This is an optimization exercise on Yosys and OpenROAD, whose aim is small area, a short achievable clock period and few clock cycles per item, not a production implementation. The RTL was checked by simulation tests, not by an equivalence proof against the original design.

Design hyperbolic_exp_cordic, start of the top module:
module hyperbolic_exp_cordic (
    input rstn,
    input clk,
    input signed [NUM_W - 1:0] z0,
    input in_valid,
    output in_ready,
    output reg signed [NUM_W - 1:0] w,
    output reg out_valid,
    input out_ready
);
Size in the first run: about 1900 cells after synthesis, about 250 flip-flops, ~0.017 mm2 of cells after synthesis.
==> flow/config.mk <==
export PLATFORM = sky130hd
export DESIGN_NAME = hyperbolic_exp_cordic
export DESIGN_NICKNAME = hyperbolic_exp_cordic
export VERILOG_FILES = /design/flow/design.v
export SDC_FILE = /design/flow/constraint.sdc
export NUM_CORES = 4
export LEC_CHECK = 0
export ABC_AREA = 1
export CAP_MARGIN = 20
export CORE_MARGIN = 2
export CORE_UTILIZATION = 40
export CTS_CLUSTER_DIAMETER = 100
export CTS_CLUSTER_SIZE = 30
export SETUP_SLACK_MARGIN = 2.5
export SLEW_MARGIN = 20
export TNS_END_PERCENT = 20
==> flow/constraint.sdc <==
create_clock -name core_clock -period 5.5 [get_ports {clk}]
set_input_delay 1.1000 -clock core_clock [delete_from_list [all_inputs] [get_ports {clk}]]
set_output_delay 1.1000 -clock core_clock [all_outputs]
set_load 0.01 [all_outputs]
run.sh (not shown) runs the stock make flow with config.mk's settings and CLKGATE_MAP_FILE= SYNTH_SCRIPT=/design/flow/synth_recipe.tcl, a recipe that flattens the netlist after the stock synthesis.
Testbench counts at the start, summed over its fixed seeds: cycles 1,120, items 1,024.
Then changed:
CTS_CLUSTER_DIAMETER = not set   (was 100)
CTS_CLUSTER_SIZE = not set   (was 30)
SETUP_SLACK_MARGIN = 2.2   (was 2.5)
TNS_END_PERCENT = not set   (was 20)
Outcome: Via count climbs by 0.40%; critical path depth does not change; count of clock-buffer cells in the layout climbs by 16.
Then changed:
CTS_CLUSTER_DIAMETER = 100   (was not set)
CTS_CLUSTER_SIZE = 30   (was not set)
SETUP_SLACK_MARGIN = 2.5   (was 2.2)
Outcome:
- The new run finished with timing, DRC and antenna clean
- clock skew rises by 0.031 ns
- fmax rises by about 13%
- cell area rises by about 0.45%
Then changed:
ABC_AREA = not set   (was 1)
CTS_CLUSTER_DIAMETER = not set   (was 100)
CTS_CLUSTER_SIZE = not set   (was 30)
Outcome: Critical path depth grows by 7. Area after synthesis grows by about 5%. Fmax shrinks by about 16%. Cell area grows by about 15%. Worst hold slack loses 0.034 ns. First-iteration DRC count grows by about 3.5%. Routed wire length grows by 13%. Non-clock buffer count grows by 100.


Starting RTL as in the previous note.
## hyperbolic_exp_cordic
module hyperbolic_exp_cordic (
    input rstn,
    input clk,
    input signed [NUM_W - 1:0] z0,
    input in_valid,
    output in_ready,
    output reg signed [NUM_W - 1:0] w,
    output reg out_valid,
    input out_ready
);
    localparam NUM_W = 16;
    wire adv = !out_valid || out_ready;
    assign in_ready = adv;
    reg v0;
    reg [15:0] z_0;
    reg [3:0] dc_0;   
    wire [14:0] s0_u = z0[14:0] ^ {15{z0[15]}};
    wire s0_e1 = (s0_u < 15'd9000);
    wire s0_e2 = (s0_e1 ? (s0_u < 15'd4815) : (s0_u < 15'd13185));
    wire s0_e3 = (s0_e1 ? (s0_e2 ? (s0_u < 15'd2756) : (s0_u < 15'd6874)) : (s0_e2 ? (s0_u < 15'd11126) : (s0_u < 15'd15244)));
    wire s0_e4 = (s0_e1 ? (s0_e2 ? (s0_e3 ? (s0_u < 15'd1731) : (s0_u < 15'd3781)) : (s0_e3 ? (s0_u < 15'd5849) : (s0_u < 15'd7899))) : (s0_e2 ? (s0_e3 ? (s0_u < 15'd10101) : (s0_u < 15'd12151)) : (s0_e3 ? (s0_u < 15'd14219) : (s0_u < 15'd16269))));
    always @(posedge clk) if (!rstn) v0 <= 1'b0; else if (adv) v0 <= in_valid;
    always @(posedge clk) if (adv) begin z_0 <= z0; dc_0 <= {s0_e4, s0_e3, s0_e2, s0_e1} ^ {4{z0[15]}}; end
    reg v1;
    reg [4:0] d_1;    
    reg [8:0] y_1;    
    reg ok_1, sg_1;
    wire [15:0] s1_c = (dc_0[3] ? (dc_0[2] ? (dc_0[1] ? (dc_0[0] ? (z_0[15] ? 16'd18318 : 16'd318) : (z_0[15] ? 16'd9948 : 16'd57484)) : (dc_0[0] ? (z_0[15] ? 16'd14200 : 16'd61736) : (z_0[15] ? 16'd5830 : 16'd53366))) : (dc_0[1] ? (dc_0[0] ? (z_0[15] ? 16'd16268 : 16'd63804) : (z_0[15] ? 16'd7898 : 16'd55434)) : (dc_0[0] ? (z_0[15] ? 16'd12150 : 16'd59686) : (z_0[15] ? 16'd3780 : 16'd51316)))) : (dc_0[2] ? (dc_0[1] ? (dc_0[0] ? (z_0[15] ? 16'd16268 : 16'd63804) : (z_0[15] ? 16'd7898 : 16'd55434)) : (dc_0[0] ? (z_0[15] ? 16'd12150 : 16'd59686) : (z_0[15] ? 16'd3780 : 16'd51316))) : (dc_0[1] ? (dc_0[0] ? (z_0[15] ? 16'd14218 : 16'd61754) : (z_0[15] ? 16'd5848 : 16'd53384)) : (dc_0[0] ? (z_0[15] ? 16'd10100 : 16'd57636) : (z_0[15] ? 16'd1730 : 16'd49266)))));
    wire [15:0] s1_y = z_0 + s1_c;
    wire s1_ok = ~|s1_y[15:11];
    always @(posedge clk) if (!rstn) v1 <= 1'b0; else if (adv) v1 <= v0;
    always @(posedge clk) if (adv) begin
        d_1 <= {dc_0, z_0[15]};
        y_1 <= s1_y[9:1];
        ok_1 <= s1_ok;
  ...
==> flow/config.mk <==
export PLATFORM = sky130hd
export DESIGN_NAME = hyperbolic_exp_cordic
export DESIGN_NICKNAME = hyperbolic_exp_cordic
export VERILOG_FILES = /design/flow/design.v
export SDC_FILE = /design/flow/constraint.sdc
export NUM_CORES = 4
export LEC_CHECK = 0
export ABC_AREA = 1
export CAP_MARGIN = 20
export CORE_MARGIN = 2
export CORE_UTILIZATION = 40
export SETUP_SLACK_MARGIN = 2.5
export SLEW_MARGIN = 20
==> flow/constraint.sdc <==
create_clock -name core_clock -period 5.5 [get_ports {clk}]
set_input_delay 1.1000 -clock core_clock [delete_from_list [all_inputs] [get_ports {clk}]]
set_output_delay 1.1000 -clock core_clock [all_outputs]
set_load 0.01 [all_outputs]
standard.sh (not shown) runs the stock make flow with config.mk's settings and CLKGATE_MAP_FILE= SYNTH_SCRIPT=/design/flow/synth_recipe.tcl, a recipe that flattens the netlist after the stock synthesis.
==> flow/flow/run.sh <==
#!/bin/bash
# Standard layout, except that the resizer may swap cells for ones with a
# different footprint (the platform sets MATCH_CELL_FOOTPRINT=1), so the port
# buffers and other cells on critical paths can be upsized freely.
set -euo pipefail
bash standard.sh MATCH_CELL_FOOTPRINT=0 finish > standard.log 2>&1
Testbench counts at the start, summed over its fixed seeds: cycles 1,120, items 1,024.
Then changed:
==> flow/run.sh (new file) <==
#!/bin/bash
# synth_recipe.tcl (not shown) runs the flow's synth.tcl, then flattens the netlist and writes it again
# the make line also repeats each setting of config.mk as NAME=value (left out here)
make -C /OpenROAD-flow-scripts/flow DESIGN_CONFIG=/design/flow/config.mk WORK_HOME=/design/flow/orfs CLKGATE_MAP_FILE= SYNTH_SCRIPT=/design/flow/synth_recipe.tcl finish
Settings changed: CTS_CLUSTER_DIAMETER from default to 100, CTS_CLUSTER_SIZE from default to 30, TNS_END_PERCENT from default to 5.
removed: flow/flow/run.sh
removed: flow/standard.sh
What happened: The new run passed the timing, DRC and antenna checks. Global-route usage goes down by 0.46 points. Worst setup slack degrades by 0.14 ns. Hold slack improves by 0.010 ns. Critical path depth goes down by 2. Count of clock-buffer cells in the layout goes down by 16.
Then changed:
==> flow/flow/run.sh (new file) <==
#!/bin/bash
# Standard layout, except that every port gets a sky130_fd_sc_hd__buf_2 as its
# buffer instead of the default delay buffer.
set -euo pipefail
bash standard.sh "BUFFER_PORTS_ARGS=-buffer_cell sky130_fd_sc_hd__buf_2" finish > standard.log 2>&1
==> flow/standard.sh (new file) <==
#!/bin/bash
# synth_recipe.tcl (not shown) runs the flow's synth.tcl, then flattens the netlist and writes it again
# the make line also repeats each setting of config.mk as NAME=value (left out here)
make -C /OpenROAD-flow-scripts/flow DESIGN_CONFIG=/design/flow/config.mk WORK_HOME=/design/flow/orfs CLKGATE_MAP_FILE= SYNTH_SCRIPT=/design/flow/synth_recipe.tcl "${@:-finish}"
Settings changed: TNS_END_PERCENT 5 to default.
removed: flow/run.sh
=> The changed run finished with timing, DRC and antenna clean. Routed wire length climbs slightly. Global-route usage stays flat. Synthesized area stays the same. Die area stays the same. Maximum frequency climbs by a few percent. Clock skew drops by 0.015 ns. Non-clock buffer count climbs by 3. Setup slack gets better by 0.11 ns. Clock-buffer cell count drops by 1. Synthesized cell count stays the same.
Then changed:
Settings changed: CTS_CLUSTER_DIAMETER 100 to default, CTS_CLUSTER_SIZE 30 to default.
=> The changed run went through all stages and came out clean. Wire length grows slightly. Synthesized cell count is unchanged. Count of clock-buffer cells in the layout grows by 18. Worst hold slack improves by 0.016 ns. Global-route usage grows by 0.33 points. Design area grows by a few percent. Sequential share of layout area shrinks by 0.80 points. Die area does not change. Via count grows slightly.
Then changed:
==> flow/run.sh (new file) <==
#!/bin/bash
# synth_recipe.tcl (not shown) runs the flow's synth.tcl, then flattens the netlist and writes it again
# the make line also repeats each setting of config.mk as NAME=value (left out here)
make -C /OpenROAD-flow-scripts/flow DESIGN_CONFIG=/design/flow/config.mk WORK_HOME=/design/flow/orfs CLKGATE_MAP_FILE= SYNTH_SCRIPT=/design/flow/synth_recipe.tcl finish
Settings changed: CORE_UTILIZATION 40 to 50, CTS_CLUSTER_DIAMETER from default to 100, CTS_CLUSTER_SIZE from default to 30.
removed: flow/flow/run.sh
removed: flow/standard.sh
Outcome: The changed run completed with no timing, DRC or antenna violations; via count decreases slightly; non-clock buffer count climbs by 9; area after synthesis is unchanged; worst hold slack degrades by 0.0037 ns; maximum frequency goes down slightly; flip-flop and latch count is unchanged; design area came out lower slightly; worst setup slack loses 0.040 ns.

## separate check: timing with driven ports
The flow's constraints put no driver on any port. The routed layouts listed below were extracted and timed again, unchanged, in two steps.
Step 1 sets driving cells, clkbuf_16 on the clock port and buf_2 on the other inputs (assumed; they add their load-dependent delay and slew).
Step 2 moves the port delays by t, midway between the first and last clock arrival at a register: inputs arrive t later, outputs are due t later. That takes back most of the time a late clock gives input paths.
a / b / c = ideal ports / drivers / drivers and shift; a / b = the first two.
run | t, ns | slack for setup (ns) | worst data-port slew with drivers (ns)
the first run of note 1 | 0.538 | 2.452 / 2.431 / 2.153 | 0.04
the second run of note 1 | 0.593 | 2.270 / 2.248 / 1.839 | 0.03
the third run of note 1 | 0.538 | 2.631 / 2.631 / 2.152 | 0.04
the fourth run of note 1 | 0.631 | 2.076 / 2.076 / 1.731 | 0.04
the first run of note 2 | 0.587 | 2.590 / 2.590 / 2.026 | 0.04
the second run of note 2 | 0.538 | 2.452 / 2.431 / 2.114 | 0.04
the third run of note 2 | 0.544 | 2.562 / 2.540 / 2.235 | 0.05
the fourth run of note 2 | 0.605 | 2.546 / 2.521 / 2.144 | 0.04
the fifth run of note 2 | 0.535 | 2.507 / 2.507 / 2.231 | 0.04
After both steps setup and hold are still met in every run listed. The setup slack of the first run of note 2, which loses most, moves by 0.000 ns with the drivers and by -0.564 ns with both steps.
